Source: an optimization exercise on an open RTL-to-GDS flow (aim: small area and a short achievable clock period). Production flows keep margins and buffers that such runs may drop. Where RTL was checked, it was by simulation tests only, not by an equivalence proof against the original. No functional check of the RTL was part of runs 2 to 6. No activity file was given, so power comes from the tool's default toggle rates.

**flow/run.sh**
```bash
#!/bin/bash
# Own flow: the standard layout (standard.sh, with its unchanged synthesis),
# with two changes to how the layout is made:
#  - the resizer's setup repair aims at a slack margin below the clock period,
#    so that it works on paths well inside the period instead of stopping at it;
#  - the port buffers are plain buffers (buf_4) rather than the delay cell
#    buffer_ports picks by default.
# Each step's full output is in synth.log / layout.log here and in ORFS's own
# per-step logs under orfs/logs.
set -euo pipefail
MARGIN=8
bash standard.sh synth > synth.log 2>&1
bash standard.sh SETUP_SLACK_MARGIN=$MARGIN "BUFFER_PORTS_ARGS=-buffer_cell sky130_fd_sc_hd__buf_4" finish > layout.log 2>&1
```
**design.v**
```verilog
module MIPS(
	input cclk,
	input reset,
	input [31:0] imem_data,
	output [31:0] imem_addr,
	output [31:0] result
    );
	reg  [31:0] pc;
	reg  [31:0] ifid_pc4;           
	reg  [31:0] ifid_inst;          
	reg  [31:0] preA, preB;         
	reg         a_ex, a_mem, a_rf;
	reg         b_ex, b_mem, b_rf, b_imm;
	reg         s_ex, s_mem, s_rf;
	reg         d_R, d_lw, d_sw, d_beq, d_jal, d_jr;    
	reg         k_add, k_sub, k_slt, k_or, k_and;       
	reg         lu_q;               
	reg  [31:0] res_q;              
	reg  [31:0] ex_sdata;           
	reg  [4:0]  ex_dst;             
	reg  [4:0]  ex_rt;              
	reg         ex_rw, ex_m2r, ex_mr, ex_mw, ex_jal;
	reg  [31:0] mem_wd;             
	reg  [4:0]  mem_dst;            
	reg         mem_rw;             
	reg  [31:0] pre31;              
	wire [1023:0] rf_all;           
	wire [1023:0] dm_all;           
	wire [4:0]  rs  = ifid_inst[25:21];
	wire [4:0]  rt  = ifid_inst[20:16];
	wire [4:0]  rd  = ifid_inst[15:11];
	wire [15:0] imm = ifid_inst[15:0];
	wire [31:0] sext = {{16{imm[15]}}, imm};
	wire if_flush = d_beq | d_jal;
	wire hz       = lu_q | if_flush;
	wire [31:0] opA  = ({32{a_ex}} & res_q) | ({32{a_mem}} & mem_wd) | ({32{a_rf}} & preA);
	wire [31:0] opB  = ({32{b_ex}} & res_q) | ({32{b_mem}} & mem_wd) | ({32{b_rf}} & preB) |
	                   ({32{b_imm}} & sext);
	wire [31:0] opS  = ({32{s_ex}} & res_q) | ({32{s_mem}} & mem_wd) | ({32{s_rf}} & preB);
	wire [31:0] sum  = opA + opB;
	wire [32:0] dif  = {1'b0, opA} - {1'b0, opB};
	wire        ltu  = dif[32];
	wire [4:0]  alu5  = ({5{k_add}} & sum[4:0]) |
	                    ({5{k_sub}} & dif[4:0]) |
	                    ({5{k_slt}} & {4'd0, ltu}) |
	                    ({5{k_or }} & (opA[4:0] | opB[4:0])) |
	                    ({5{k_and}} & (opA[4:0] & opB[4:0]));
	wire        live  = ~hz & ~reset;
	wire [31:0] res_n = ({32{k_add & live}} & sum) |
	                    ({32{k_sub & live}} & dif[31:0]) |
	                    ({32{k_slt & live}} & {31'd0, ltu}) |
	                    ({32{k_or  & live}} & (opA | opB)) |
	                    ({32{k_and & live}} & (opA & opB));
	wire [31:0] r31    = pre31;
	wire        same   = (preA == preB);
	wire [31:0] pc4    = pc + 32'd4;
	wire [31:0] beq_pc = ifid_pc4 + {sext[29:0], 2'b00};
	wire [31:0] jal_pc = {2'b00, ifid_pc4[31:28], ifid_inst[23:0], 2'b00};
	wire [31:0] pc_nx  = d_jal ? jal_pc :
	                     d_jr  ? r31 :
	                     (d_beq & same) ? beq_pc : pc4;
	wire        ex_rw_n  = ~hz & (d_R | d_lw | d_jr);
	wire [4:0]  ex_dst_n = (~hz & d_R) ? rd : rt;
	reg  [4:0]  maddr;
	function [31:0] dm_read(input [4:0] a, input [1023:0] w);
		reg [31:0] dec, r;
		integer i;
		begin
			dec = 32'd1 << a;
			r = 32'd0;
			for (i = 0; i < 32; i = i + 1)
				r = r | ({32{dec[i]}} & w[32*i +: 32]);
			dm_read = r;
		end
	endfunction
	wire [31:0] mrd    = dm_read(maddr, dm_all);
	wire [31:0] wd_n   = ex_jal ? ex_sdata : ex_m2r ? mrd : res_q;
	wire [4:0]  mdst_n = ex_jal ? 5'd31 : ex_dst;
	wire [31:0] wen    = {32{mem_rw}} & (32'd1 << mdst_n);
	wire        go     = ~hz;                     
	wire        keep   = lu_q & ~if_flush;        
	wire [31:0] inst_n = if_flush ? 32'd0 : lu_q ? ifid_inst : imem_data;
	wire [4:0]  irs    = imem_data[25:21];
	wire [4:0]  irt    = imem_data[20:16];
	wire [5:0]  iop    = imem_data[31:26];
	wire [5:0]  ifn    = imem_data[5:0];
	function [31:0] rf_init(input [4:0] a);
		case (a)
			5'd2: rf_init = 32'd8;
			5'd4: rf_init = 32'd9;
			5'd5: rf_init = 32'd8;
			5'd6: rf_init = 32'd7;
			5'd7: rf_init = 32'd6;
			default: rf_init = 32'd0;
		endcase
	endfunction
	function [31:0] rf_read(input [31:0] sel, input [1023:0] w);
		reg [31:0] r;
		integer i;
		begin
			r = 32'd0;
			for (i = 0; i < 32; i = i + 1)
				r = r | ({32{sel[i]}} & w[32*i +: 32]);
			rf_read = r;
		end
	endfunction
	wire [31:0] selA   = ({32{go}} & (32'd1 << irs)) | ({32{keep}} & (32'd1 << rs)) |
	                     {31'd0, if_flush};
	wire [31:0] selB   = ({32{go}} & (32'd1 << irt)) | ({32{keep}} & (32'd1 << rt)) |
	                     {31'd0, if_flush};
	wire [31:0] preA_n = rf_read(selA, rf_all);
	wire [31:0] preB_n = rf_read(selB, rf_all);
	wire        ex_nz    = (ex_dst_n != 5'd0);
	wire        mem_nz   = ex_rw & (mdst_n != 5'd0);
	wire        fa_ex_i  = ex_rw_n & ex_nz & (ex_dst_n == irs);
	wire        fb_ex_i  = ex_rw_n & ex_nz & (ex_dst_n == irt);
	wire        fa_mem_i = mem_nz & (mdst_n == irs);
	wire        fb_mem_i = mem_nz & (mdst_n == irt);
	wire        fa_mem_k = mem_nz & (mdst_n == rs);
	wire        fb_mem_k = mem_nz & (mdst_n == rt);
	wire        fa_ex_n  = go & fa_ex_i;
	wire        fb_ex_n  = go & fb_ex_i;
	wire        fa_mem_n = (go & ~fa_ex_i & fa_mem_i) | (keep & fa_mem_k);
	wire        fb_mem_n = (go & ~fb_ex_i & fb_mem_i) | (keep & fb_mem_k);
	wire        n_R    = go ? (iop == 6'b000000) : keep ? d_R   : 1'b1;
	wire        n_lw   = go ? (iop == 6'b100011) : keep & d_lw;
	wire        n_sw   = go ? (iop == 6'b101011) : keep & d_sw;
	wire        n_beq  = go ? (iop == 6'b000100) : keep & d_beq;
	wire        n_jal  = go ? (iop == 6'b000011) : keep & d_jal;
	wire        n_jr   = go ? (iop == 6'b001100) : keep & d_jr;
	wire [3:0]  nfn    = go ? ifn[3:0] : keep ? imm[3:0] : 4'd0;
	wire        nf_add = (nfn == 4'b0000);
	wire        nf_sub = (nfn == 4'b0010);
	wire        nf_or  = (nfn == 4'b0101);
	wire        nf_slt = (nfn == 4'b1010);
	wire        n_imm  = n_lw | n_sw;
	wire        lu_n   = go & d_lw & ((irs == rt) | (irt == rt));
	always @(posedge cclk or posedge reset) begin
		if (reset) pc <= 32'd0;
		else pc <= pc_nx;
	end
	always @(posedge cclk or posedge reset) begin
		if (reset) ifid_inst[15:11] <= 5'd0;
		else ifid_inst[15:11] <= inst_n[15:11];
	end
	always @(posedge cclk) begin
		ifid_inst[31:16] <= inst_n[31:16];
		ifid_inst[10:0]  <= inst_n[10:0];
	end
	always @(posedge cclk or posedge reset) begin
		if (reset) begin
			d_R    <= 1'b1;
			d_lw   <= 1'b0;
			d_sw   <= 1'b0;
			d_beq  <= 1'b0;
			d_jal  <= 1'b0;
			d_jr   <= 1'b0;
			k_add  <= 1'b1;
			k_sub  <= 1'b0;
			k_slt  <= 1'b0;
			k_or   <= 1'b0;
			k_and  <= 1'b0;
			lu_q   <= 1'b0;
			a_ex   <= 1'b0;
			a_mem  <= 1'b0;
			a_rf   <= 1'b0;
			b_ex   <= 1'b0;
			b_mem  <= 1'b0;
			b_rf   <= 1'b0;
			b_imm  <= 1'b0;
			s_ex   <= 1'b0;
			s_mem  <= 1'b0;
			s_rf   <= 1'b0;
		end else begin
			d_R    <= n_R;
			d_lw   <= n_lw;
			d_sw   <= n_sw;
			d_beq  <= n_beq;
			d_jal  <= n_jal;
			d_jr   <= n_jr;
			k_add  <= ~n_R | nf_add;
			k_sub  <= n_R & nf_sub;
			k_slt  <= n_R & nf_slt;
			k_or   <= n_R & nf_or;
			k_and  <= n_R & ~(nf_add | nf_sub | nf_or | nf_slt);
			lu_q   <= lu_n;
			a_ex   <= fa_ex_n;
			a_mem  <= fa_mem_n;
			a_rf   <= ~fa_ex_n & ~fa_mem_n;
			b_ex   <= ~n_imm & fb_ex_n;
			b_mem  <= ~n_imm & fb_mem_n;
			b_rf   <= ~n_imm & ~fb_ex_n & ~fb_mem_n;
			b_imm  <= n_imm;
			s_ex   <= fb_ex_n;
			s_mem  <= fb_mem_n;
			s_rf   <= ~fb_ex_n & ~fb_mem_n;
		end
	end
	always @(posedge cclk) begin
		preA     <= preA_n;
		preB     <= preB_n;
		ifid_pc4 <= pc4;
	end
	always @(posedge cclk) begin
		res_q <= res_n;
	end
	always @(posedge cclk or posedge reset) begin
		if (reset) begin
			ex_rw  <= 1'b0;
			ex_m2r <= 1'b0;
			ex_mr  <= 1'b0;
			ex_mw  <= 1'b0;
			ex_jal <= 1'b0;
		end else begin
			ex_rw  <= ex_rw_n;
			ex_m2r <= ~hz & (d_lw | d_jr);
			ex_mr  <= ~hz & d_lw;
			ex_mw  <= ~hz & d_sw;
			ex_jal <= d_jal;
		end
	end
	always @(posedge cclk) begin
		ex_sdata <= d_jal ? ifid_pc4 : opS;
		maddr    <= alu5;
		ex_dst   <= ex_dst_n;
		ex_rt    <= rt;
	end
	genvar g;
	generate
		for (g = 0; g < 32; g = g + 1) begin : DM
			reg [31:0] w;
			wire        de = reset | (ex_mw & (maddr == g));
			wire [31:0] dd = reset ? ((g == 12) ? 32'd30 : 32'd0) : ex_sdata;
			always @(posedge cclk) begin
				if (de) w <= dd;
			end
			assign dm_all[32*g +: 32] = w;
		end
	endgenerate
	always @(posedge cclk) begin
		mem_wd  <= wd_n;
		mem_dst <= mdst_n;
	end
	always @(posedge cclk or posedge reset) begin
		if (reset) begin
			mem_rw <= 1'b0;
		end else begin
			mem_rw <= ex_rw;
		end
	end
	always @(posedge cclk) begin
		pre31 <= rf_all[32*31 +: 32];
	end
	generate
		for (g = 0; g < 32; g = g + 1) begin : RF
			reg [31:0] w;
			wire        de = reset | wen[g];
			wire [31:0] dd = reset ? rf_init(g) : wd_n;
			always @(posedge cclk) begin
				if (de) w <= dd;
			end
			assign rf_all[32*g +: 32] = w;
		end
	endgenerate
	assign imem_addr = pc;
	assign result    = res_q;
endmodule
```
**constraint.sdc**
```tcl
create_clock -name core_clock -period 12.0 [get_ports {cclk}]
set_input_delay 2.4000 -clock core_clock [delete_from_list [all_inputs] [get_ports {cclk}]]
set_output_delay 2.4000 -clock core_clock [all_outputs]
set_load 0.01 [all_outputs]
```
**config.mk**
```make
export PLATFORM = sky130hd
export DESIGN_NAME = MIPS
export DESIGN_NICKNAME = MIPS
export VERILOG_FILES = /design/flow/design.v
export SDC_FILE = /design/flow/constraint.sdc
export NUM_CORES = 8
export LEC_CHECK = 0
export CAP_MARGIN = 10
export CELL_PAD_IN_SITES_DETAIL_PLACEMENT = 1
export CORE_MARGIN = 2
export CORE_UTILIZATION = 40
export CTS_CLUSTER_DIAMETER = 80
export CTS_CLUSTER_SIZE = 30
export PLACE_DENSITY = 0.55
export SLEW_MARGIN = 10
```
**standard.sh**
```bash
#!/bin/bash
# synth_recipe.tcl (not shown) runs the flow's synth.tcl, then flattens the netlist and writes it again
# the make line also repeats each setting of config.mk as NAME=value (left out here)
make -C /OpenROAD-flow-scripts/flow DESIGN_CONFIG=/design/flow/config.mk WORK_HOME=/design/flow/orfs CLKGATE_MAP_FILE= SYNTH_SCRIPT=/design/flow/synth_recipe.tcl "${@:-finish}"
```
==> results.yml, run 1 <==
synthesis:
  syn_area_um2: 97870
  synth_edf_count: 2048
  synthArstFlopShare_pct: 2.704
  synth_ff_type: "edfxtp_1"
  syn_nets: 7039
  yosysSeqAreaShare_pct: 69.69
  synth-seq-cells: 2367
  synth_top_area_cell: "edfxtp_1"
  synth_top_area_share_pct: 62.84
  ys_warn_count: 1
  syn-mean-instance-area_um2: 14.23
  synth_area_leaders: "edfxtp_1 (63%), a22oi_1 (5.7%), dfxtp_1 (5.2%), a221oi_1 (3.2%), a22o_1 (3.2%)"
  synth_cells: 6876
  ys_types: 75
clock_network:
  clock_latency_ns: 0.90
  cts_buffers: 116
  cts_tree: "yes"
  cts.reportedPaths.clkPinSlew_ns: 0.11
  htreeDepth: 3
  root_buffer: "clkbuf_16"
  cts.sinks: 2367
  clock_path_buffers: 3
detailed_routing:
  wl_per_cell_um: 46.63
  via_count: 76750
  ant_nets: 0
  viasPerCell: 7.409
  routed_wl_mm: 483.0
  drt_iter0_drc: 13500
  drt-pass1-iter-count: 13
  drc: 0
die:
  core_um2: 243200
  die_h_um: 498.7
  initial_core_util_pct: 40.24
  die_area_um2: 248700
  io_pins: 98
  num_rows: 181
  die_w_um: 498.7
finish:
  seq_area_um2: 68300
  area_growth_pct: 14.63
  nFillCells: 23930
  final_cell_mix: "edfxtp_1 (2,048), a22oi_1 (711), buf_4 (410), a22o_1 (359), nand2_1 (337)"
  final_common_cell: "edfxtp_1"
  layout-drive-gt1-share_pct: 17.53
  nNetsFinal: 7198
  final_cells: 10360
  multi_input_area_um2: 30690
hold_path:
  min_path_type: "reg -> reg"
  worstHoldStart: "ex_rw"
timing:
  final_hold_viol_count: 0
  clock_skew_ns: 0.05278
  relSlewSlack_pct: 20.87
  tightest_slew_ns: 1.182
  clock.fmax_ghz: 0.2396
  rsz0062_at_grt: "true"
  tns_ns: 0
  period_needed_ns: 4.173
  setup_viol: 0
  drv_slew: 0
  final.period_utilization_pct: 34.77
global_route:
  grt_pass1_vias: 73950
  grt_util_all_layers_pct: 37.58
  grt_max_degree: 80
  grt_pass1_wl_mm: 641.8
  antenna_found_initial: 33
  grt_overflow: 0
pwr:
  ir_drop_uv: 180.5
  power.leakage_nw: 38.74
  total_power_mw: 22.01
  p_per_area_nw_per_um2: 196.2
placement:
  hpwl_mm: 274.3
  dp.cells: 9973
  port_buffers: 97
  place.gp.congestion: 0.9667
run:
  cap_violations: 0
critical_path:
  start_kind: "register"
  critPathRequiredTime_ns: 12.74
  r2r_start: "preB[6]"
  critPathKind: "reg -> reg"
  end_kind: "register"
  cp_data_arrival_time_ns: 4.91
  cp_max_fo: 4
  crit_start: "preB[6]"
status:
  outcome: "no timing/DRC/antenna violations"
routing by layer:
metal	track usage, %	share of wire [%]	vias to the layer above
li1	-	-	28540
met1	45.40	34	39250
met2	56.95	43	6795
met3	12.53	14	2156
met4	25.69	9.2	20
met5	0	0.029	-
cell families after synthesis:
kind of cell	Yosys count	share of synthesized area, %
compound gates	2178	17.38
xor+xnor	117	1.047
fa+ha+maj	129	1.672
buf+inv	599	2.323
flops	2367	69.69
mux	62	0.6392
simple gates	1424	7.245
Yosys cell counts, types with 45 or more instances:
| library cell | count |
|---|---|
| xnor2_1 | 45 |
| and2_1 | 66 |
| mux2i_1 | 58 |
| a22o_1 | 359 |
| a21oi_1 | 150 |
| nor2b_1 | 81 |
| a22oi_1 | 737 |
| o21ai_0 | 98 |
| inv_1 | 133 |
| nand3_1 | 178 |
| nand4_1 | 228 |
| xor2_1 | 72 |
| edfxtp_1 | 2048 |
| nor3_1 | 56 |
| a221oi_1 | 360 |
| buf_1 | 46 |
| ha_1 | 126 |
| clkbuf_1 | 408 |
| a222oi_1 | 126 |
| dfxtp_1 | 255 |
| nor2_1 | 249 |
| o22ai_1 | 95 |
| dfrtp_1 | 62 |
| nand2_1 | 407 |
where the power goes:
| group | switching, mW | internal (mW) |
|---|---|---|
| logic | 3.42 | 1.59 |
| clock network | 3.03 | 2.01 |
| registers | 1.35 | 10.6 |
through the flow:
step	area (um^2)	setup WS, ns	hold WS (ns)	utilization [%]
2_1_floorplan	100000	7.740	0.3535	-
3_3_place_gp	105100	6.349	0.3774	43.21
3_5_place_dp	105100	6.274	0.3757	43.22
4_1_cts	110900	7.845	0.3961	45.61
5_1_grt	112100	7.811	0.4205	46.11
6_report	112200	7.827	0.3983	46.13
worst paths after layout:
| kind | cells after the start | slack (ns) | endpoint |
|---|---|---|---|
| setup / recovery | 13 | 7.83 | res_q[25] |
| hold / removal | 0 | 0.40 | mem_rw |
| setup reg to reg | 13 | 7.83 | res_q[25] |
| hold reg to reg | 0 | 0.40 | mem_rw |
| max in group asynchronous | 2 | 9.95 | ex_jal |
| min in group asynchronous | 2 | 1.67 | b_imm |
cell type report:
type | count | area share (%)
diodes | 21 | 0.04684
clock buffers | 144 | 2.736
clock inverters | 75 | 0.9078
inverters | 135 | 0.4740
multi-input cells | 3910 | 27.36
flip-flops and latches | 2367 | 60.87
well taps | 3202 | 3.571
repair buffers | 505 | 4.034
sequential cells by signal, summed over array words and instances (netlist names), 5 cells and up:
signal,count
pc,32
RF.w,1024
pre31,32
ex_sdata,32
ifid_pc4,32
preB,32
mem_wd,32
ex_dst,5
ifid_inst,21
res_q,32
rd,5
preA,32
DM.w,1024
maddr,5
worst max-delay path, cell delays in order (launching register included):
cell and delay, ns:
dfxtp_1 0.76, a22oi_1 0.22, nand2_1 0.40, inv_1 0.14
ha_1 0.31, nor2_2 0.19, a31oi_4 0.13, a221oi_4 0.36
o31ai_4 0.14, a211o_1 0.36, a221o_1 0.36, a221oi_2 0.31
o221a_2 0.27, o221ai_2 0.08
what timing repair did:
item / in CTS / in global routing
resized for setup: 242 / 187
pin swaps: 71 / 49
hold buffers: 0 / 0
cloned: 6 / 0
endpoints found under the setup margin: 2859 / 1124
buffers inserted: 96 / 43
==> run 2: changes to the inputs <==
--- a/design.v
+++ b/design.v
@@ -74,7 +74,10 @@
 		end
 	endfunction
 	wire [31:0] mrd    = dm_read(maddr, dm_all);
-	wire [31:0] wd_n   = ex_jal ? ex_sdata : ex_m2r ? mrd : res_q;
+	wire        w_jal  = ex_jal & ~reset;
+	wire        w_m2r  = ex_m2r & ~ex_jal & ~reset;
+	wire        w_alu  = ~ex_m2r & ~ex_jal & ~reset;
+	wire [31:0] wd_n   = ({32{w_jal}} & ex_sdata) | ({32{w_m2r}} & mrd) | ({32{w_alu}} & res_q);
 	wire [4:0]  mdst_n = ex_jal ? 5'd31 : ex_dst;
 	wire [31:0] wen    = {32{mem_rw}} & (32'd1 << mdst_n);
 	wire        go     = ~hz;                     
@@ -255,7 +258,7 @@
 		for (g = 0; g < 32; g = g + 1) begin : RF
 			reg [31:0] w;
 			wire        de = reset | wen[g];
-			wire [31:0] dd = reset ? rf_init(g) : wd_n;
+			wire [31:0] dd = wd_n | ({32{reset}} & rf_init(g));
 			always @(posedge cclk) begin
 				if (de) w <= dd;
 			end
==> config.mk (replaced) <==
export PLATFORM = sky130hd
export DESIGN_NAME = MIPS
export DESIGN_NICKNAME = MIPS
export VERILOG_FILES = /design/flow/design.v
export SDC_FILE = /design/flow/constraint.sdc
export NUM_CORES = 8
export LEC_CHECK = 0
export CAP_MARGIN = 20
export CELL_PAD_IN_SITES_DETAIL_PLACEMENT = 1
export CORE_MARGIN = 2
export CORE_UTILIZATION = 40
export CTS_CLUSTER_DIAMETER = 75
export CTS_CLUSTER_SIZE = 28
export PLACE_DENSITY = 0.55
export SLEW_MARGIN = 20
==> run 2 against run 1 <==
Compared with the run above: cell count rose by 1.6%; register-to-register slack got worse by 0.07 ns; global-route usage fell by 1.2 points; non-clock buffer count fell by 15; sequential cell count did not move; area after synthesis rose by 0.76%; count of clock-buffer cells in the layout rose by 3; worst setup slack got worse by 0.066 ns; critical endpoint is now res_q[24]; largest power group unchanged; highest routed layer unchanged.
==> results.yml, run 2 <==
status:
  outcome: "no timing/DRC/antenna violations"
critical_path:
  critPathRequiredTime_ns: 12.73
  r2r_start: "a_ex"
  cp_data_arrival_time_ns: 4.97
  crit_path_end: "res_q[24]"
  max_stage_delay_ns: 0.48
  worstPathBufferInverterCount: 5
  cp_common_cell: "buf_12"
  crit_chain: "buf_12 > buf_12 > buf_8 > a222oi_1 > buf_4 > inv_1 > ha_2 > fa_2 > a211oi_4 > o21ai_2 > a32oi_2 > a21oi_4 > a2111o_1 > a311oi_2 > nor4b_1 > or3_1"
  critPathTopFamily: "compound AO/OA/AOI/OAI gates"
  start_kind: "register"
  crit_start: "a_ex"
  end_kind: "register"
  cp_max_fo: 6
  path_depth: 16
  reg2regPathDepth: 16
  slowest_stage: "a2111o_1"
  critPathKind: "reg -> reg"
  r2r-end: "res_q[24]"
  r2r_setup_slack_ns: 7.76
clock_network:
  clock_latency_ns: 0.88
  root_buffer: "clkbuf_16"
  cts.reportedPaths.clkPinSlew_ns: 0.10
  cts_buffers: 117
  clock_path_buffers: 3
  cts_tree: "yes"
  cts.sinks: 2367
  htreeDepth: 3
timing:
  worst_slack_ns: 7.761
  tns_ns: 0
  clock.fmax_ghz: 0.2359
  setup_viol: 0
  period_needed_ns: 4.239
  rsz0062_at_grt: "true"
  final_hold_viol_count: 0
  relSlewSlack_pct: 13.95
  tightest_slew_ns: 1.279
  drv_slew: 0
  clock_skew_ns: 0.04668
  hold_slack_ns: 0.3889
  final.period_utilization_pct: 35.33
finish:
  nFillCells: 24200
  final_common_cell: "edfxtp_1"
  final_cell_mix: "edfxtp_1 (2,048), a22oi_1 (1,091), buf_4 (408), nand2_1 (391), nor2_1 (231)"
  area_growth_pct: 14.47
  nNetsFinal: 7352
  stdcell_area_um2: 112900
  layout-drive-gt1-share_pct: 18.29
  final_cells: 10530
  top_regs: "DM.w: 1024 flops, RF.w: 1024 flops"
detailed_routing:
  viasPerCell: 7.260
  drt-pass1-iter-count: 9
  routed_wl_mm: 472.5
  drt_iter0_drc: 12380
  via_count: 76410
  drc: 0
  wl_per_cell_um: 44.90
  ant_nets: 0
placement:
  pre_cts_ws_ns: 6.830
  dp.cells: 10140
  hpwl_mm: 265.1
  port_buffers: 97
  place_area_um2: 106000
  place.gp.congestion: 0.9919
hold_path:
  min_path_type: "reg -> reg"
  worstHoldStart: "ex_rw"
global_route:
  grt_pass1_wl_mm: 629.8
  grt_overflow: 0
  grt_max_degree: 58
  grt_pass1_vias: 73920
  antenna_found_initial: 28
  grt_util_all_layers_pct: 36.43
die:
  die_w_um: 500.5
  die_h_um: 500.5
  die_area_um2: 250500
  num_rows: 182
  initial_core_util_pct: 40.17
  core_um2: 245500
  io_pins: 98
synthesis:
  ys_warn_count: 1
  yosysMostFrequentCell: "edfxtp_1"
  synthArstFlopShare_pct: 2.704
  synth_cells: 7029
  synth_top_area_cell: "edfxtp_1"
  synth_edf_count: 2048
  synth_area_leaders: "edfxtp_1 (62%), a22oi_1 (8.6%), dfxtp_1 (5.2%), a221oi_1 (2.1%), a22o_1 (2.0%)"
  synth-seq-cells: 2367
  synth_ff_type: "edfxtp_1"
  synth_top_area_share_pct: 62.36
  synth_common_cells: "edfxtp_1 (2,048), a22oi_1 (1,126), nand2_1 (462)"
  syn-mean-instance-area_um2: 14.03
  syn_area_um2: 98620
  yosysSeqAreaShare_pct: 69.16
  ys_types: 101
  syn_nets: 7192
pwr:
  switchingPower_mw: 7.635
  pwr-share-seq_pct: 53.8
  ir_drop_uv: 170.4
  internal-power_mw: 14.30
  p_per_area_nw_per_um2: 194.3
  p_comb_share_pct: 23.0
  power.leakage_nw: 39.26
  sw_frac_of_total_pct: 34.80
  clockPowerShare_pct: 23.2
run:
  cap_violations: 0
run 2: cell types whose count changed after synthesis, sizes merged, moves of 55 or more:
cell	delta
nand2	+55
buf	+92
a22oi	+389
clkbuf	-97
a22o	-133
a222oi	-62
a221oi	-120
run 2: per-stage QoR:
step	power [mW]	utilization [%]
2_1_floorplan	13.68	-
3_3_place_gp	16.10	43.19
3_5_place_dp	16.22	43.19
4_1_cts	21.42	45.44
5_1_grt	22.43	45.97
6_report	21.94	45.99
run 2: power groups by stage:
stage | Sequential [mW] | Clock (mW) | Combinational, mW
after floorplan | 11.3 | 0 | 2.40
after global placement | 11.8 | 0 | 4.27
after detailed placement | 11.9 | 0 | 4.35
after CTS | 11.7 | 5.09 | 4.61
after global routing | 11.9 | 5.34 | 5.24
final | 11.8 | 5.09 | 5.05
run 2: final cells by class:
class / instances / area (um^2) / area share, %
multi-input combinational: 4081 / 31650 / 28.04
sequential: 2367 / 68310 / 60.52
clock buffer: 147 / 3144 / 2.785
clock inverter: 73 / 977.2 / 0.8656
timing repair buffer: 490 / 4229 / 3.746
tap: 3220 / 4029 / 3.569
inverter: 132 / 505.5 / 0.4478
antenna: 15 / 37.54 / 0.03325
run 2: worst reg2reg max path: stages, from the launching register on:
cell      delay (ns)
dfrtp_2         0.44
buf_12          0.14
buf_12          0.14
buf_8           0.13
a222oi_1        0.31
buf_4           0.19
inv_1           0.05
ha_2            0.19
fa_2            0.40
a211oi_4        0.25
o21ai_2         0.10
a32oi_2         0.33
a21oi_4         0.15
a2111o_1        0.48
a311oi_2        0.33
nor4b_1         0.09
or3_1           0.39
run 2: routing by layer:
metal	part of all wire (%)	GRT usage, %	routed length (um)
met5	0.016	0	76
met4	8.5	23.57	40190
met3	13	10.23	60170
met2	44	56.97	209700
met1	34	44.24	162400
run 2: cell families (layout without fill, tap and decap cells):
family | count (synthesis) | count (layout) | synth area share [%]
flip-flops | 2367 | 2367 | 69.16
AO/OA/AOI/OAI | 2231 | 2232 | 17.28
AND/OR/NAND/NOR | 1534 | 1543 | 7.790
buffers and inverters | 591 | 842 | 2.449
adder cells (fa/ha/maj) | 129 | 129 | 1.660
XOR/XNOR | 114 | 114 | 1.012
multiplexers | 63 | 63 | 0.6483
other | 0 | 15 | 0
run 2: what timing repair did:
action | 4_1_cts | 5_1_grt
cloned | 8 | 4
resized for setup | 187 | 143
setup buffers | 71 | 68
hold buffers | 0 | 0
endpoints found under the setup margin | 809 | 708
pin swaps | 59 | 70
run 2: worst min-delay path by stage:
stage          endpoint  slack, ns  cells past startpoint
6_report         mem_rw       0.39                      0
5_1_grt          mem_rw       0.40                      0
4_1_cts          mem_rw       0.39                      0
3_3_place_gp     mem_rw       0.37                      0
3_5_place_dp     mem_rw       0.37                      0
2_1_floorplan    ex_jal       0.35                      0
==> run 3: changes to the inputs <==
--- a/design.v
+++ b/design.v
@@ -40,11 +40,6 @@
 	wire [31:0] sum  = opA + opB;
 	wire [32:0] dif  = {1'b0, opA} - {1'b0, opB};
 	wire        ltu  = dif[32];
-	wire [4:0]  alu5  = ({5{k_add}} & sum[4:0]) |
-	                    ({5{k_sub}} & dif[4:0]) |
-	                    ({5{k_slt}} & {4'd0, ltu}) |
-	                    ({5{k_or }} & (opA[4:0] | opB[4:0])) |
-	                    ({5{k_and}} & (opA[4:0] & opB[4:0]));
 	wire        live  = ~hz & ~reset;
 	wire [31:0] res_n = ({32{k_add & live}} & sum) |
 	                    ({32{k_sub & live}} & dif[31:0]) |
@@ -61,19 +56,18 @@
 	                     (d_beq & same) ? beq_pc : pc4;
 	wire        ex_rw_n  = ~hz & (d_R | d_lw | d_jr);
 	wire [4:0]  ex_dst_n = (~hz & d_R) ? rd : rt;
-	reg  [4:0]  maddr;
-	function [31:0] dm_read(input [4:0] a, input [1023:0] w);
-		reg [31:0] dec, r;
+	reg  [31:0] dsel;
+	function [31:0] dm_read(input [31:0] sel, input [1023:0] w);
+		reg [31:0] r;
 		integer i;
 		begin
-			dec = 32'd1 << a;
 			r = 32'd0;
 			for (i = 0; i < 32; i = i + 1)
-				r = r | ({32{dec[i]}} & w[32*i +: 32]);
+				r = r | ({32{sel[i]}} & w[32*i +: 32]);
 			dm_read = r;
 		end
 	endfunction
-	wire [31:0] mrd    = dm_read(maddr, dm_all);
+	wire [31:0] mrd    = dm_read(dsel, dm_all);
 	wire        w_jal  = ex_jal & ~reset;
 	wire        w_m2r  = ex_m2r & ~ex_jal & ~reset;
 	wire        w_alu  = ~ex_m2r & ~ex_jal & ~reset;
@@ -224,7 +218,7 @@
 	end
 	always @(posedge cclk) begin
 		ex_sdata <= d_jal ? ifid_pc4 : opS;
-		maddr    <= alu5;
+		dsel     <= 32'd1 << sum[4:0];
 		ex_dst   <= ex_dst_n;
 		ex_rt    <= rt;
 	end
@@ -232,7 +226,7 @@
 	generate
 		for (g = 0; g < 32; g = g + 1) begin : DM
 			reg [31:0] w;
-			wire        de = reset | (ex_mw & (maddr == g));
+			wire        de = reset | (ex_mw & dsel[g]);
 			wire [31:0] dd = reset ? ((g == 12) ? 32'd30 : 32'd0) : ex_sdata;
 			always @(posedge cclk) begin
 				if (de) w <= dd;
--- a/config.mk
+++ b/config.mk
@@ -9,7 +9,7 @@
 export CELL_PAD_IN_SITES_DETAIL_PLACEMENT = 1
 export CORE_MARGIN = 2
 export CORE_UTILIZATION = 40
-export CTS_CLUSTER_DIAMETER = 75
-export CTS_CLUSTER_SIZE = 28
+export CTS_CLUSTER_DIAMETER = 80
+export CTS_CLUSTER_SIZE = 30
 export PLACE_DENSITY = 0.55
 export SLEW_MARGIN = 20
==> run 3 against run 2 <==
Compared with the run above: count of clock-buffer cells in the layout down 10; cell count down 1.0%; clock skew up 0.013 ns; via count down 1.8%; register-to-register slack worse by 0.04 ns; wire length down 2.1%; sequential power about the same.
==> results.yml, run 3 <==
detailed_routing:
  drt-pass1-iter-count: 9
  met3_length_mm: 57.67
  wl_per_cell_um: 44.41
  top_layer_used: "met5"
  via_count: 75060
  drt_iter0_drc: 13040
  routed_wl_mm: 462.7
  wl_met1_mm: 160.9
  viasPerCell: 7.203
  drc: 0
  routed-wl-met2_mm: 207.2
  ant_nets: 0
synthesis:
  synthMuxAreaShare_pct: 0.4901
  synth_edf_count: 2048
  ys_warn_count: 1
  syn_nets: 7100
  synth_top_area_cell: "edfxtp_1"
  synth_cells: 6937
  yosysMostFrequentCell: "edfxtp_1"
  synth_top_area_share_pct: 62.41
  synth-seq-cells: 2394
  synth_top_family_by_area: "compound AO/OA/AOI/OAI gates"
  synth_common_cells: "edfxtp_1 (2,048), a22oi_1 (974), nand2_1 (379)"
  ys_types: 92
  synthArstFlopShare_pct: 2.673
  synth_xor_area_share_pct: 1.067
  synth_area_leaders: "edfxtp_1 (62%), a22oi_1 (7.4%), dfxtp_1 (5.7%), a221oi_1 (2.5%), a22o_1 (2.4%)"
  synth-compound-area-share_pct: 17.27
  syn-mean-instance-area_um2: 14.20
  synth_fa_ha_area_share_pct: 1.661
  yosys.area_share.simple_pct: 7.194
  syn_area_um2: 98540
  synth_ff_type: "edfxtp_1"
  yosysSeqAreaShare_pct: 69.77
global_route:
  grt_util_all_layers_pct: 35.77
  grt_max_degree: 71
  grt_overflow: 0
  antenna_found_initial: 15
  grt_pass1_wl_mm: 619.8
  grt_pass1_vias: 73540
critical_path:
  r2r_start: "a_ex"
  path_depth: 17
  crit_path_end: "res_q[28]"
  max_stage_delay_ns: 0.51
  critPathRequiredTime_ns: 12.73
  worstPathBufferInverterCount: 5
  critPathKind: "reg -> reg"
  slowest_stage: "dfrtp_2"
  cp_max_fo: 8
  start_kind: "register"
  cp_common_cell: "buf_4"
  r2r-end: "res_q[28]"
  crit_start: "a_ex"
  critPathTopFamily: "compound AO/OA/AOI/OAI gates"
  reg2regPathDepth: 17
  end_kind: "register"
  r2r_setup_slack_ns: 7.72
  crit_chain: "buf_12 > buf_4 > a222oi_1 > inv_1 > buf_6 > fa_2 > nor2b_4 > o311a_1 > o211a_1 > o211ai_1 > buf_4 > o311a_4 > o21ai_4 > a21oi_4 > o41a_1 > nor2_1 > a22o_1"
  cp_data_arrival_time_ns: 5.00
timing:
  clock_skew_ns: 0.05981
  clock.fmax_ghz: 0.2339
  worst_slack_ns: 7.725
  tightest_slew_ns: 1.225
  final.period_utilization_pct: 35.63
  tns_ns: 0
  rsz0062_at_grt: "true"
  period_needed_ns: 4.275
  setup_viol: 0
  final_hold_viol_count: 0
  relSlewSlack_pct: 17.88
  drv_slew: 0
placement:
  hpwl_mm: 264.4
  pre_cts_ws_ns: 6.486
  place.gp.congestion: 0.9461
  port_buffers: 97
die:
  initial_core_util_pct: 40.14
  die_w_um: 500.3
  die_area_um2: 250300
  die_h_um: 500.3
  num_rows: 182
  io_pins: 98
  core_um2: 245500
clock_network:
  cts_buffers: 121
  hold_buffers: 0
  cts_tree: "yes"
  cts.sinks: 2394
  clock_latency_ns: 0.88
  clock_path_buffers: 3
  cts.reportedPaths.clkPinSlew_ns: 0.11
  root_buffer: "clkbuf_16"
  htreeDepth: 3
finish:
  area_growth_pct: 13.50
  layout-drive-gt1-share_pct: 16.04
  nNetsFinal: 7260
  final_cell_mix: "edfxtp_1 (2,048), a22oi_1 (948), buf_4 (430), nand2_1 (311), nand4_1 (290)"
  top_regs: "DM.w: 1024 flops, RF.w: 1024 flops"
  final_common_cell: "edfxtp_1"
  fin_util_pct: 45.56
pwr:
  ir_drop_uv: 174.6
  p_comb_share_pct: 22.7
  p_per_area_nw_per_um2: 200.3
  sw_frac_of_total_pct: 35.00
  power.leakage_nw: 38.73
  clockPowerShare_pct: 23.8
  internal-power_mw: 14.56
  pwr-share-seq_pct: 53.5
  switchingPower_mw: 7.842
status:
  outcome: "no timing/DRC/antenna violations"
hold_path:
  min_path_type: "reg -> reg"
run:
  cap_violations: 0
[run 3: cell types whose count changed after synthesis, sizes merged, moves of 27 or more]
cell / change
dfxtp: +27
nand4: +65
nand3: -34
or3: -35
nor3: +34
nand2: -83
clkbuf: +58
a311oi: -28
a221oi: +42
buf: -45
a22oi: -152
a22o: +48
a222oi: +31
[run 3: repair_timing]
item	4_1_cts	5_1_grt
gates resized for setup	183	136
endpoints found under the setup margin	688	647
pin swaps	35	68
buffers inserted	57	65
cloned	2	2
[run 3: final cells by class]
| cell class | instances | area [um^2] |
|---|---|---|
| fillers | 24170 | 133600 |
| flip-flops and latches | 2394 | 68890 |
| multi-input cells | 3939 | 29580 |
| repair buffers | 512 | 4350 |
| well taps | 3220 | 4029 |
| clock buffers | 137 | 3172 |
| clock inverters | 79 | 1308 |
| inverters | 129 | 491.7 |
| diodes | 10 | 25.02 |
[run 3: how the worst min path moves through the flow]
stage	depth (start not counted)	startpoint	to	slack, ns
finish	0	RF[31].w[4]	pre31[4]	0.46
CTS	0	RF[31].w[0]	pre31[0]	0.45
floorplan	0	d_jal	ex_jal	0.35
global route	0	RF[31].w[4]	pre31[4]	0.47
global placement	0	RF[31].w[0]	pre31[0]	0.42
detailed placement	0	RF[31].w[0]	pre31[0]	0.42
[run 3: per-layer routing]
layer,vias up,GRT usage [%]
li1,28630,-
met1,38600,43.91
met2,6034,55.60
met3,1787,10.56
met4,12,21.87
met5,-,0.1158
[run 3: power groups by stage]
stage / Combinational (mW) / Clock, mW / Sequential, mW
finish: 5.08 / 5.34 / 12.0
CTS: 4.70 / 5.34 / 11.9
global route: 5.27 / 5.58 / 12.0
global placement: 4.43 / 0 / 12.0
detailed placement: 4.51 / 0 / 12.1
floorplan: 2.49 / 0 / 11.4
[run 3: cell families (layout without fill, tap and decap cells)]
| group | count (synthesis) | in the layout |
|---|---|---|
| and+or+nand+nor | 1432 | 1432 |
| xor gates and xnor gates | 120 | 120 |
| AOI/OAI and AO/OA | 2210 | 2210 |
| DFF | 2394 | 2394 |
| adders and majority gates | 129 | 129 |
| muxes | 48 | 48 |
| buffers and inverters | 604 | 857 |
| other | 0 | 10 |
[run 3: per-stage QoR]
step | instance area, um^2 | hold WS [ns] | std cells | power [mW]
2_1_floorplan | 99750 | 0.3519 | 6937 | 13.87
3_3_place_gp | 105100 | 0.4195 | 10070 | 16.46
3_5_place_dp | 105100 | 0.4207 | 10070 | 16.58
4_1_cts | 110700 | 0.4511 | 10340 | 21.95
5_1_grt | 111800 | 0.4709 | 10420 | 22.89
6_report | 111800 | 0.4624 | 10420 | 22.40
==> run 4: changes to the inputs <==
--- a/design.v
+++ b/design.v
@@ -91,22 +91,30 @@
 			default: rf_init = 32'd0;
 		endcase
 	endfunction
-	function [31:0] rf_read(input [31:0] sel, input [1023:0] w);
-		reg [31:0] r;
-		integer i;
+	function [31:0] rf_read2(input [15:0] lo, input [1:0] hi, input [1023:0] w);
+		reg [31:0] r, b;
+		integer i, j;
 		begin
 			r = 32'd0;
-			for (i = 0; i < 32; i = i + 1)
-				r = r | ({32{sel[i]}} & w[32*i +: 32]);
-			rf_read = r;
+			for (j = 0; j < 2; j = j + 1) begin
+				b = 32'd0;
+				for (i = 0; i < 16; i = i + 1)
+					b = b | ({32{lo[i]}} & w[32*(16*j+i) +: 32]);
+				r = r | ({32{hi[j]}} & b);
+			end
+			rf_read2 = r;
 		end
 	endfunction
-	wire [31:0] selA   = ({32{go}} & (32'd1 << irs)) | ({32{keep}} & (32'd1 << rs)) |
-	                     {31'd0, if_flush};
-	wire [31:0] selB   = ({32{go}} & (32'd1 << irt)) | ({32{keep}} & (32'd1 << rt)) |
-	                     {31'd0, if_flush};
-	wire [31:0] preA_n = rf_read(selA, rf_all);
-	wire [31:0] preB_n = rf_read(selB, rf_all);
+	wire [15:0] loA    = ({16{go}} & (16'd1 << irs[3:0])) | ({16{keep}} & (16'd1 << rs[3:0])) |
+	                     {15'd0, if_flush};
+	wire [1:0]  hiA    = ({2{go}} & (2'd1 << irs[4])) | ({2{keep}} & (2'd1 << rs[4])) |
+	                     {1'd0, if_flush};
+	wire [15:0] loB    = ({16{go}} & (16'd1 << irt[3:0])) | ({16{keep}} & (16'd1 << rt[3:0])) |
+	                     {15'd0, if_flush};
+	wire [1:0]  hiB    = ({2{go}} & (2'd1 << irt[4])) | ({2{keep}} & (2'd1 << rt[4])) |
+	                     {1'd0, if_flush};
+	wire [31:0] preA_n = rf_read2(loA, hiA, rf_all);
+	wire [31:0] preB_n = rf_read2(loB, hiB, rf_all);
 	wire        ex_nz    = (ex_dst_n != 5'd0);
 	wire        mem_nz   = ex_rw & (mdst_n != 5'd0);
 	wire        fa_ex_i  = ex_rw_n & ex_nz & (ex_dst_n == irs);
==> run 4 against run 3 <==
Compared with the run above: critical path depth down 3; hold slack worse by 0.063 ns; combinational power down 5.9%; still clean on timing, DRC and antenna; critical endpoint is now res_q[0]; cell area down 1.2%; wire length down 6.4%; non-clock buffer count down 122.
==> results.yml, run 4 <==
timing:
  drv_slew: 0
  rsz0062_at_grt: "true"
  final_hold_viol_count: 0
  period_needed_ns: 4.136
  tns_ns: 0
  final.period_utilization_pct: 34.46
  tightest_slew_ns: 1.187
  setup_viol: 0
  clock.fmax_ghz: 0.2418
  worst_slack_ns: 7.864
  hold_slack_ns: 0.3997
  relSlewSlack_pct: 20.25
  clock_skew_ns: 0.06304
detailed_routing:
  drc: 0
  viasPerCell: 7.207
  wl_per_cell_um: 42.16
  via_count: 74020
  drt_iter0_drc: 12510
  drt-pass1-iter-count: 10
  ant_nets: 0
  routed_wl_mm: 433.0
placement:
  port_buffers: 97
  hpwl_mm: 242.6
  pre_cts_ws_ns: 6.404
  place_area_um2: 104200
  place.gp.congestion: 0.9796
synthesis:
  ys_warn_count: 1
  synth-seq-cells: 2394
  synth_ff_type: "edfxtp_1"
  synth_top_area_share_pct: 62.24
  syn-mean-instance-area_um2: 14.28
  synth_top_area_cell: "edfxtp_1"
  synth_cells: 6919
  syn_area_um2: 98810
  synth_common_cells: "edfxtp_1 (2,048), a22oi_1 (754), nand2_1 (346)"
  yosysMostFrequentCell: "edfxtp_1"
  ys_types: 100
  synth_edf_count: 2048
  synth_area_leaders: "edfxtp_1 (62%), a22oi_1 (5.7%), dfxtp_1 (5.7%), a22o_1 (2.7%), a221oi_1 (2.6%)"
  syn_nets: 7082
  synthArstFlopShare_pct: 2.673
  yosysSeqAreaShare_pct: 69.57
critical_path:
  crit_path_end: "res_q[0]"
  critPathRequiredTime_ns: 12.72
  reg2regPathDepth: 14
  end_kind: "register"
  r2r-end: "res_q[0]"
  r2r_start: "a_ex"
  cp_data_arrival_time_ns: 4.85
  start_kind: "register"
  critPathKind: "reg -> reg"
  cp_max_fo: 13
  crit_start: "a_ex"
  r2r_setup_slack_ns: 7.86
die:
  die_h_um: 501.0
  io_pins: 98
  initial_core_util_pct: 40.22
  core_um2: 245700
  die_area_um2: 251000
  num_rows: 182
  die_w_um: 501.0
clock_network:
  clock_path_buffers: 3
  cts_tree: "yes"
  cts_buffers: 116
  clock_latency_ns: 0.88
  htreeDepth: 3
  cts.sinks: 2394
  root_buffer: "clkbuf_16"
  cts.reportedPaths.clkPinSlew_ns: 0.10
global_route:
  antenna_found_initial: 21
  grt_overflow: 0
  grt_util_all_layers_pct: 33.39
  grt_pass1_wl_mm: 589.3
  grt_max_degree: 67
  grt_pass1_vias: 72890
finish:
  final_cell_mix: "edfxtp_1 (2,048), a22oi_1 (751), buf_4 (309), a22o_1 (302), nor2_1 (292)"
  area_growth_pct: 11.82
  final_common_cell: "edfxtp_1"
  stdcell_area_um2: 110500
  nFillCells: 24170
  nNetsFinal: 7101
  layout-drive-gt1-share_pct: 14.14
  top_regs: "DM.w: 1024 flops, RF.w: 1024 flops"
hold_path:
  whs_path_depth: 0
  min_path_type: "reg -> reg"
status:
  outcome: "no timing/DRC/antenna violations"
pwr:
  p_per_area_nw_per_um2: 197.4
  ir_drop_uv: 143.2
  total_power_mw: 21.82
  power.leakage_nw: 37.96
run:
  cap_violations: 0
## run 4: cell types whose count changed after synthesis, sizes merged, moves of 30 or more
cell | before | now
a2111oi | 9 | 71
a222oi | 95 | 190
clkbuf | 369 | 339
buf | 103 | 151
a22oi | 974 | 754
a21oi | 162 | 241
nand3 | 112 | 197
nand2 | 379 | 346
or4 | 36 | 6
nand4 | 290 | 161
nor3 | 99 | 68
## run 4: kinds of logic (layout without fill, tap and decap cells)
family,after synthesis,in the layout,share of synthesized area [%]
AOI/OAI and AO/OA,2282,2283,18.14
xor gates and xnor gates,118,118,1.046
adders and majority gates,129,129,1.656
buffers and inverters,616,733,2.588
DFF,2394,2394,69.57
muxes,21,21,0.2165
other,0,14,0
and+or+nand+nor,1359,1359,6.774
## run 4: what timing repair did
| item | 4_1_cts | 5_1_grt |
|---|---|---|
| gates cloned | 1 | 5 |
| endpoints found under the setup margin | 667 | 153 |
| pin swaps | 31 | 26 |
| hold buffers | 0 | 0 |
| setup buffers | 36 | 30 |
| resized for setup | 208 | 142 |
## run 4: how the worst min path moves through the flow
stage               startpoint      to  slack (ns)
CTS                      ex_rw  mem_rw        0.40
detailed placement       ex_rw  mem_rw        0.38
finish                   ex_rw  mem_rw        0.40
global placement         ex_rw  mem_rw        0.38
global route             ex_rw  mem_rw        0.42
floorplan                ex_rw  mem_rw        0.35
## run 4: final cells by class
class | instances | area [um^2] | share of cell area, %
tap | 3220 | 4029 | 3.646
clock buffer | 131 | 3000 | 2.715
clock inverter | 86 | 1205 | 1.090
inverter | 126 | 485.5 | 0.4394
timing repair buffer | 390 | 3638 | 3.293
antenna | 14 | 35.03 | 0.03171
multi-input combinational | 3910 | 29210 | 26.44
sequential | 2394 | 68890 | 62.35
## run 4: report_power, final
group | leakage, nW | switching [mW] | internal [mW] | total (mW)
Combinational | 11.8 | 3.30 | 1.48 | 4.78
Clock | 2.02 | 3.03 | 2.14 | 5.16
Sequential | 24.1 | 1.22 | 10.7 | 11.9
## run 4: stage by stage
stage,utilization (%),std cells
finish,44.97,10270
global route,44.96,10260
CTS,44.55,10220
detailed placement,42.41,9967
global placement,42.40,9966
floorplan,-,6919
## run 4: metal layers
layer	GRT usage, %	up-vias	part of all wire (%)
met5	0	-	0.021
li1	-	28400	-
met1	41.46	38390	35
met4	20.06	16	7.3
met2	53.56	5689	46
met3	7.185	1524	11
## run 4: critical path: stages (launching register included)
cell and delay [ns]:
dfrtp_2 0.47, buf_12 0.17, buf_12 0.14, a222oi_1 0.32, buf_4 0.19, inv_1 0.08, ha_4 0.28, or4_4 0.62
nor4b_4 0.31, o211ai_1 0.15, o211ai_1 0.20, o22ai_2 0.17, or4_1 0.46, a21oi_2 0.28, o31ai_1 0.12
==> run 5: changes to the inputs <==
--- a/design.v
+++ b/design.v
@@ -68,10 +68,7 @@
 		end
 	endfunction
 	wire [31:0] mrd    = dm_read(dsel, dm_all);
-	wire        w_jal  = ex_jal & ~reset;
-	wire        w_m2r  = ex_m2r & ~ex_jal & ~reset;
-	wire        w_alu  = ~ex_m2r & ~ex_jal & ~reset;
-	wire [31:0] wd_n   = ({32{w_jal}} & ex_sdata) | ({32{w_m2r}} & mrd) | ({32{w_alu}} & res_q);
+	wire [31:0] wd_n   = ex_jal ? ex_sdata : ex_m2r ? mrd : res_q;
 	wire [4:0]  mdst_n = ex_jal ? 5'd31 : ex_dst;
 	wire [31:0] wen    = {32{mem_rw}} & (32'd1 << mdst_n);
 	wire        go     = ~hz;                     
@@ -91,28 +88,28 @@
 			default: rf_init = 32'd0;
 		endcase
 	endfunction
-	function [31:0] rf_read2(input [15:0] lo, input [1:0] hi, input [1023:0] w);
+	function [31:0] rf_read2(input [7:0] lo, input [3:0] hi, input [1023:0] w);
 		reg [31:0] r, b;
 		integer i, j;
 		begin
 			r = 32'd0;
-			for (j = 0; j < 2; j = j + 1) begin
+			for (j = 0; j < 4; j = j + 1) begin
 				b = 32'd0;
-				for (i = 0; i < 16; i = i + 1)
-					b = b | ({32{lo[i]}} & w[32*(16*j+i) +: 32]);
+				for (i = 0; i < 8; i = i + 1)
+					b = b | ({32{lo[i]}} & w[32*(8*j+i) +: 32]);
 				r = r | ({32{hi[j]}} & b);
 			end
 			rf_read2 = r;
 		end
 	endfunction
-	wire [15:0] loA    = ({16{go}} & (16'd1 << irs[3:0])) | ({16{keep}} & (16'd1 << rs[3:0])) |
-	                     {15'd0, if_flush};
-	wire [1:0]  hiA    = ({2{go}} & (2'd1 << irs[4])) | ({2{keep}} & (2'd1 << rs[4])) |
-	                     {1'd0, if_flush};
-	wire [15:0] loB    = ({16{go}} & (16'd1 << irt[3:0])) | ({16{keep}} & (16'd1 << rt[3:0])) |
-	                     {15'd0, if_flush};
-	wire [1:0]  hiB    = ({2{go}} & (2'd1 << irt[4])) | ({2{keep}} & (2'd1 << rt[4])) |
-	                     {1'd0, if_flush};
+	wire [7:0]  loA    = ({8{go}} & (8'd1 << irs[2:0])) | ({8{keep}} & (8'd1 << rs[2:0])) |
+	                     {7'd0, if_flush};
+	wire [3:0]  hiA    = ({4{go}} & (4'd1 << irs[4:3])) | ({4{keep}} & (4'd1 << rs[4:3])) |
+	                     {3'd0, if_flush};
+	wire [7:0]  loB    = ({8{go}} & (8'd1 << irt[2:0])) | ({8{keep}} & (8'd1 << rt[2:0])) |
+	                     {7'd0, if_flush};
+	wire [3:0]  hiB    = ({4{go}} & (4'd1 << irt[4:3])) | ({4{keep}} & (4'd1 << rt[4:3])) |
+	                     {3'd0, if_flush};
 	wire [31:0] preA_n = rf_read2(loA, hiA, rf_all);
 	wire [31:0] preB_n = rf_read2(loB, hiB, rf_all);
 	wire        ex_nz    = (ex_dst_n != 5'd0);
@@ -260,7 +257,7 @@
 		for (g = 0; g < 32; g = g + 1) begin : RF
 			reg [31:0] w;
 			wire        de = reset | wen[g];
-			wire [31:0] dd = wd_n | ({32{reset}} & rf_init(g));
+			wire [31:0] dd = reset ? rf_init(g) : wd_n;
 			always @(posedge cclk) begin
 				if (de) w <= dd;
 			end
==> run 5 against run 4 <==
Compared with the run above: cell count down 0.50%; hold slack gained 0.019 ns; area after synthesis fell by 0.22%; critical endpoint is now preA[31]; largest power group unchanged.
==> results.yml, run 5 <==
status:
  outcome: "no timing/DRC/antenna violations"
timing:
  clock.fmax_ghz: 0.2393
  relSlewSlack_pct: 13.36
  tightest_slew_ns: 1.300
  setup_viol: 0
  final_hold_viol_count: 0
  rsz0062_at_grt: "true"
  clock_skew_ns: 0.07102
  tns_ns: 0
  drv_slew: 0
  period_needed_ns: 4.179
  final.period_utilization_pct: 34.83
synthesis:
  synth_area_leaders: "edfxtp_1 (62%), dfxtp_1 (5.7%), a222oi_1 (3.6%), a22oi_1 (3.5%), a22o_1 (2.5%)"
  syn_nets: 7145
  synth_cells: 6982
  synth-seq-cells: 2394
  synth_common_cells: "edfxtp_1 (2,048), nand2_1 (653), a22oi_1 (466)"
  synth_xor_area_share_pct: 1.048
  synth_ff_type: "edfxtp_1"
  synth_top_area_cell: "edfxtp_1"
  synth_fa_ha_area_share_pct: 1.660
  synthArstFlopShare_pct: 2.673
  synth_top_area_share_pct: 62.38
  yosysMostFrequentCell: "edfxtp_1"
  yosysSeqAreaShare_pct: 69.73
  syn_area_um2: 98590
  synth_edf_count: 2048
  yosys.area_share.simple_pct: 7.001
  syn-mean-instance-area_um2: 14.12
  synth-compound-area-share_pct: 17.67
  synth_top_family_by_area: "compound AO/OA/AOI/OAI gates"
  ys_types: 91
  ys_warn_count: 1
  synthMuxAreaShare_pct: 0.2386
clock_network:
  cts_tree: "yes"
  root_buffer: "clkbuf_16"
  cts.sinks: 2394
  clock_path_buffers: 3
  htreeDepth: 3
  cts.reportedPaths.clkPinSlew_ns: 0.11
  clock_latency_ns: 0.88
  cts_buffers: 115
critical_path:
  critPathTopFamily: "compound AO/OA/AOI/OAI gates"
  r2r-end: "RF[9].w[18]"
  max_stage_delay_ns: 0.67
  slowest_stage: "or4_4"
  crit_path_end: "preA[31]"
  end_kind: "register"
  r2r_setup_slack_ns: 7.94
  cp_data_arrival_time_ns: 4.89
  crit_start: "imem_data[22]"
  critPathKind: "in -> reg"
  reg2regPathDepth: 9
  critPathRequiredTime_ns: 12.71
  path_depth: 7
  worstPathBufferInverterCount: 2
  crit_chain: "buf_4 > nand2_2 > o32ai_4 > buf_12 > a222oi_1 > a41oi_1 > or4_4"
  r2r_start: "dsel[28]"
  cp_max_fo: 128
  start_kind: "primary input"
detailed_routing:
  routed_wl_mm: 423.1
  via_count: 72730
  wl_per_cell_um: 41.39
  viasPerCell: 7.117
  ant_nets: 0
  met3_length_mm: 47.41
  top_layer_used: "met5"
  drt_iter0_drc: 12630
  wl_met1_mm: 151.1
  drt-pass1-iter-count: 12
  drc: 0
  routed-wl-met2_mm: 195.2
global_route:
  grt_util_all_layers_pct: 32.15
  grt_pass1_wl_mm: 570.8
  antenna_found_initial: 24
  grt_max_degree: 129
  grt_overflow: 0
  grt_pass1_vias: 72430
finish:
  layout-drive-gt1-share_pct: 13.44
  top_regs: "DM.w: 1024 flops, RF.w: 1024 flops"
  nFillCells: 24270
  area_growth_pct: 11.73
  final_common_cell: "edfxtp_1"
  nNetsFinal: 7054
  final_cell_mix: "edfxtp_1 (2,048), nand2_1 (585), a22oi_1 (465), a222oi_1 (351), a22o_1 (281)"
die:
  initial_core_util_pct: 40.16
  die_h_um: 500.5
  io_pins: 98
  core_um2: 245500
  die_w_um: 500.5
  die_area_um2: 250500
  num_rows: 182
placement:
  place.gp.congestion: 0.9449
  port_buffers: 97
  hpwl_mm: 219.3
pwr:
  ir_drop_uv: 171.1
  total_power_mw: 21.24
  p_per_area_nw_per_um2: 192.8
  power.leakage_nw: 37.15
hold_path:
  min_path_type: "reg -> reg"
run:
  cap_violations: 0
## run 5: cell types whose count changed after synthesis, moves of 60 or more
cell       change
clkbuf_1      +93
a2111oi_0     -67
a31oi_1      +105
a41oi_1      +121
a22oi_1      -288
or4_1         +64
nand4_1       -60
nand3_1      -106
a21oi_1       -89
nand2_1      +307
a222oi_1     +161
nor2_1        -96
## run 5: layout make-up
class                   instances  area, um^2  share of cell area, %
diodes                         11       27.53                0.02499
clock buffers                 129        3045                  2.765
clock inverters                86        1152                  1.046
inverters                     129       510.5                 0.4634
multi-input cells            3920       29210                  26.51
flip-flops and latches       2394       68850                  62.50
well taps                    3220        4029                  3.657
repair buffers                330        3327                  3.020
repair inverters                1       11.26                0.01022
## run 5: report_power, final
part / switching [mW] / total, mW / internal, mW
sequential: 1.13 / 11.8 / 10.6
clock: 3.02 / 5.14 / 2.11
combinational: 2.95 / 4.34 / 1.39
## run 5: routing by layer
layer	GRT usage (%)	vias up
li1	-	28330
met1	40.59	37710
met2	51.89	5350
met3	5.980	1331
met4	18.48	10
met5	0	-
## run 5: what timing repair did
item / 4_1_cts / 5_1_grt
gates resized for setup: 134 / 118
pin swaps: 27 / 48
endpoints found under the setup margin: 1920 / 920
cloned: 10 / 16
hold buffers: 0 / 0
setup buffers: 35 / 34
## run 5: metrics by stage
stage / std cells / worst slack [ns] / hold slack, ns / instance area, um^2 / utilization (%)
6_report: 10220 / 7.821 / 0.4184 / 110200 / 44.88
3_3_place_gp: 9899 / 6.255 / 0.3847 / 103800 / 42.29
2_1_floorplan: 6982 / 7.842 / 0.3535 / 100100 / -
4_1_cts: 10160 / 7.966 / 0.4120 / 109100 / 44.43
3_5_place_dp: 9899 / 6.228 / 0.3818 / 103800 / 42.29
5_1_grt: 10210 / 7.906 / 0.4236 / 110100 / 44.87
## run 5: kinds of logic (layout without fill, tap and decap cells)
| group | after synthesis | count (layout) |
|---|---|---|
| muxes | 23 | 23 |
| other | 0 | 11 |
| xor gates and xnor gates | 118 | 118 |
| buffers and inverters | 670 | 675 |
| and+or+nand+nor | 1463 | 1463 |
| DFF | 2394 | 2394 |
| adders and majority gates | 129 | 129 |
| AOI/OAI and AO/OA | 2185 | 2187 |
## run 5: how the worst min path moves through the flow
| stage | endpoint | cells past startpoint | slack [ns] | startpoint |
|---|---|---|---|---|
| final | mem_rw | 0 | 0.42 | ex_rw |
| after global routing | mem_rw | 0 | 0.42 | ex_rw |
| after floorplan | mem_rw | 0 | 0.35 | ex_rw |
| after CTS | mem_rw | 0 | 0.41 | ex_rw |
| after global placement | mem_rw | 0 | 0.38 | ex_rw |
| after detailed placement | mem_rw | 0 | 0.38 | ex_rw |
==> run 6: changes to the inputs <==
--- a/design.v
+++ b/design.v
@@ -40,6 +40,11 @@
 	wire [31:0] sum  = opA + opB;
 	wire [32:0] dif  = {1'b0, opA} - {1'b0, opB};
 	wire        ltu  = dif[32];
+	wire [4:0]  alu5  = ({5{k_add}} & sum[4:0]) |
+	                    ({5{k_sub}} & dif[4:0]) |
+	                    ({5{k_slt}} & {4'd0, ltu}) |
+	                    ({5{k_or }} & (opA[4:0] | opB[4:0])) |
+	                    ({5{k_and}} & (opA[4:0] & opB[4:0]));
 	wire        live  = ~hz & ~reset;
 	wire [31:0] res_n = ({32{k_add & live}} & sum) |
 	                    ({32{k_sub & live}} & dif[31:0]) |
@@ -56,18 +61,19 @@
 	                     (d_beq & same) ? beq_pc : pc4;
 	wire        ex_rw_n  = ~hz & (d_R | d_lw | d_jr);
 	wire [4:0]  ex_dst_n = (~hz & d_R) ? rd : rt;
-	reg  [31:0] dsel;
-	function [31:0] dm_read(input [31:0] sel, input [1023:0] w);
-		reg [31:0] r;
+	reg  [4:0]  maddr;
+	function [31:0] dm_read(input [4:0] a, input [1023:0] w);
+		reg [31:0] dec, r;
 		integer i;
 		begin
+			dec = 32'd1 << a;
 			r = 32'd0;
 			for (i = 0; i < 32; i = i + 1)
-				r = r | ({32{sel[i]}} & w[32*i +: 32]);
+				r = r | ({32{dec[i]}} & w[32*i +: 32]);
 			dm_read = r;
 		end
 	endfunction
-	wire [31:0] mrd    = dm_read(dsel, dm_all);
+	wire [31:0] mrd    = dm_read(maddr, dm_all);
 	wire [31:0] wd_n   = ex_jal ? ex_sdata : ex_m2r ? mrd : res_q;
 	wire [4:0]  mdst_n = ex_jal ? 5'd31 : ex_dst;
 	wire [31:0] wen    = {32{mem_rw}} & (32'd1 << mdst_n);
@@ -223,7 +229,7 @@
 	end
 	always @(posedge cclk) begin
 		ex_sdata <= d_jal ? ifid_pc4 : opS;
-		dsel     <= 32'd1 << sum[4:0];
+		maddr    <= alu5;
 		ex_dst   <= ex_dst_n;
 		ex_rt    <= rt;
 	end
@@ -231,7 +237,7 @@
 	generate
 		for (g = 0; g < 32; g = g + 1) begin : DM
 			reg [31:0] w;
-			wire        de = reset | (ex_mw & dsel[g]);
+			wire        de = reset | (ex_mw & (maddr == g));
 			wire [31:0] dd = reset ? ((g == 12) ? 32'd30 : 32'd0) : ex_sdata;
 			always @(posedge cclk) begin
 				if (de) w <= dd;
==> run 6 against run 5 <==
Compared with the run above: area after synthesis decreased by 0.54%; die area decreased by 0.53%; first-iteration DRC count decreased by 2.2%; clock power decreased by 2%; cell area increased by 0.48%; wire length increased by 1.7%; hold slack got worse by 0.023 ns; via count increased by 0.37%; register-to-register slack got worse by 0.13 ns; worst setup slack got worse by 0.011 ns; sequential power about the same; critical endpoint is now RF[25].w[20].
==> results.yml, run 6 <==
detailed_routing:
  viasPerCell: 7.114
  drc: 0
  wl_per_cell_um: 41.91
  drt_iter0_drc: 12350
  routed_wl_mm: 430.0
  drt-pass1-iter-count: 10
  via_count: 73000
  ant_nets: 0
timing:
  worst_slack_ns: 7.810
  final.period_utilization_pct: 34.91
  rsz0062_at_grt: "true"
  setup_viol: 0
  period_needed_ns: 4.190
  clock.fmax_ghz: 0.2387
  final_hold_viol_count: 0
  tns_ns: 0
  hold_slack_ns: 0.3951
  drv_slew: 0
  tightest_slew_ns: 1.131
  clock_skew_ns: 0.08623
  relSlewSlack_pct: 24.25
placement:
  pre_cts_ws_ns: 6.081
  place.gp.congestion: 0.9336
  hpwl_mm: 229.2
  place_area_um2: 103800
  dp.cells: 9916
  port_buffers: 97
run:
  cap_violations: 0
finish:
  final_cells: 10260
  area_growth_pct: 12.88
  seq_area_um2: 68270
  final_cell_mix: "edfxtp_1 (2,048), nand2_1 (475), a22oi_1 (438), a222oi_1 (349), buf_4 (298)"
  layout-drive-gt1-share_pct: 14.69
  fin_util_pct: 45.47
  nNetsFinal: 7115
  stdcell_area_um2: 110700
  nFillCells: 23870
  top_regs: "DM.w: 1024 flops, RF.w: 1024 flops"
  multi_input_area_um2: 29590
  final_common_cell: "edfxtp_1"
status:
  outcome: "no timing/DRC/antenna violations"
synthesis:
  synth_ff_type: "edfxtp_1"
  synth_top_area_share_pct: 62.72
  yosysSeqAreaShare_pct: 69.56
  syn-mean-instance-area_um2: 14.13
  synth_area_leaders: "edfxtp_1 (63%), dfxtp_1 (5.2%), a222oi_1 (3.6%), a22oi_1 (3.4%), a221oi_1 (2.7%)"
  synth_common_cells: "edfxtp_1 (2,048), nand2_1 (539), a22oi_1 (438)"
  ys_warn_count: 1
  syn_nets: 7103
  synth_cells: 6940
  synth_top_area_cell: "edfxtp_1"
  synth-seq-cells: 2367
  ys_types: 90
  synthArstFlopShare_pct: 2.704
  syn_area_um2: 98060
  synth_edf_count: 2048
  yosysMostFrequentCell: "edfxtp_1"
critical_path:
  start_kind: "register"
  critPathKind: "reg -> reg"
  end_kind: "register"
  cp_max_fo: 29
  slowest_stage: "o31ai_2"
  cp_data_arrival_time_ns: 4.78
  crit_chain: "or3b_2 > nor2_4 > buf_6 > a22o_1 > a221oi_1 > nand4_1 > nor3_2 > o31ai_2 > and2_2"
  critPathTopFamily: "simple AND/OR/NAND/NOR gates"
  max_stage_delay_ns: 0.65
  critPathRequiredTime_ns: 12.59
  worstPathBufferInverterCount: 1
die:
  die_w_um: 499.1
  die_area_um2: 249100
  core_um2: 243500
  initial_core_util_pct: 40.28
  num_rows: 181
  die_h_um: 499.1
  io_pins: 98
pwr:
  ir_drop_uv: 153.7
  p_per_area_nw_per_um2: 193.5
  total_power_mw: 21.42
  power.leakage_nw: 38.00
global_route:
  antenna_found_initial: 19
  grt_pass1_wl_mm: 572.6
  grt_util_all_layers_pct: 32.46
  grt_pass1_vias: 71770
  grt_max_degree: 129
  grt_overflow: 0
clock_network:
  hold_buffers: 0
  root_buffer: "clkbuf_16"
  cts.reportedPaths.clkPinSlew_ns: 0.11
  clock_path_buffers: 3
  htreeDepth: 3
  cts_buffers: 113
  cts_tree: "yes"
  cts.sinks: 2367
  clock_latency_ns: 0.87
hold_path:
  min_path_type: "reg -> reg"
[run 6: changes by cell type after synthesis, moves of 28 or more]
| cell | change |
|---|---|
| nand4_1 | +30 |
| nand3_1 | +78 |
| a21oi_1 | +125 |
| o21ai_0 | -64 |
| a221oi_1 | +29 |
| nand2_1 | -114 |
| a22oi_1 | -28 |
| o22a_1 | +32 |
| or4_1 | -30 |
| clkbuf_1 | -30 |
| o221ai_1 | +35 |
| a41oi_1 | -122 |
[run 6: cells by family after synthesis]
group | Yosys count | synth area share, %
AOI/OAI and AO/OA | 2238 | 18.00
muxes | 28 | 0.2871
adders and majority gates | 129 | 1.669
buffers and inverters | 649 | 2.597
and+or+nand+nor | 1415 | 6.874
xor gates and xnor gates | 114 | 1.018
DFF | 2367 | 69.56
[run 6: path summary, 6_finish.rpt]
kind	from	endpoint	slack, ns	cells after the start
max	maddr[0]	RF[25].w[20]	7.81	9
min reg2reg	RF[31].w[4]	pre31[4]	0.40	0
max in group asynchronous	reset	pc[2]	9.34	3
min	RF[31].w[4]	pre31[4]	0.40	0
min in group asynchronous	reset	ex_mw	1.79	2
max reg2reg	maddr[0]	RF[25].w[20]	7.81	9
[run 6: worst register-to-register path: stages (launching register included)]
cell,delay (ns)
dfxtp_1,0.49
or3b_2,0.61
nor2_4,0.47
buf_6,0.46
a22o_1,0.23
a221oi_1,0.05
nand4_1,0.22
nor3_2,0.15
o31ai_2,0.66
and2_2,0.60
[run 6: final cells by class]
class / instances / area share, %
Antenna cell: 14 / 0.03165
Clock buffer: 128 / 2.723
Clock inverter: 81 / 0.9484
Inverter: 141 / 0.4962
Multi-Input combinational cell: 3926 / 26.73
Sequential cell: 2367 / 61.68
Tap cell: 3202 / 3.619
Timing Repair Buffer: 401 / 3.754
Timing Repair inverter: 2 / 0.01582
[run 6: repair_timing]
action | 4_1_cts | 5_1_grt
setup endpoints to repair | 1116 | 756
buffers inserted | 26 | 62
gates cloned | 12 | 22
pin swaps | 20 | 47
gates resized for setup | 205 | 143
[run 6: per-layer routing]
layer / track usage [%] / routed length [um] / up-vias
li1: - / - / 28540
met1: 41.20 / 154400 / 37790
met2: 52.25 / 196900 / 5364
met3: 6.341 / 48270 / 1295
met4: 18.00 / 30390 / 4
met5: 0 / 25 / -
[run 6: power by group]
group | switching [mW] | internal, mW | total, mW
clock network | 2.96 | 2.08 | 5.04
registers | 1.06 | 10.5 | 11.6
logic | 3.25 | 1.54 | 4.79

==> afterwards: timing with drivers on the ports <==
The flow's constraints put no driver on any port. The routed layouts listed below were extracted and timed again, unchanged, in two steps.
Step 1 sets driving cells, clkbuf_16 on the clock port and buf_2 on the other inputs (assumed; they add their load-dependent delay and slew).
Step 2 also shifts input and output timing later by t, the mid clock arrival at the registers, as if the neighbouring blocks saw the same clock.
Three values: ideal ports, drivers, drivers and shift; two values: the first two.
run	t (ns)	setup WS [ns]
run 1	0.960	7.827 / 7.827 / 6.976
run 2	0.953	7.761 / 7.761 / 6.896
run 3	0.934	7.725 / 7.725 / 6.835
run 4	0.949	7.864 / 7.864 / 7.004
run 5	0.941	7.821 / 7.895 / 6.954
run 6	0.923	7.810 / 7.810 / 7.032
After both steps every run listed still meets setup and hold.
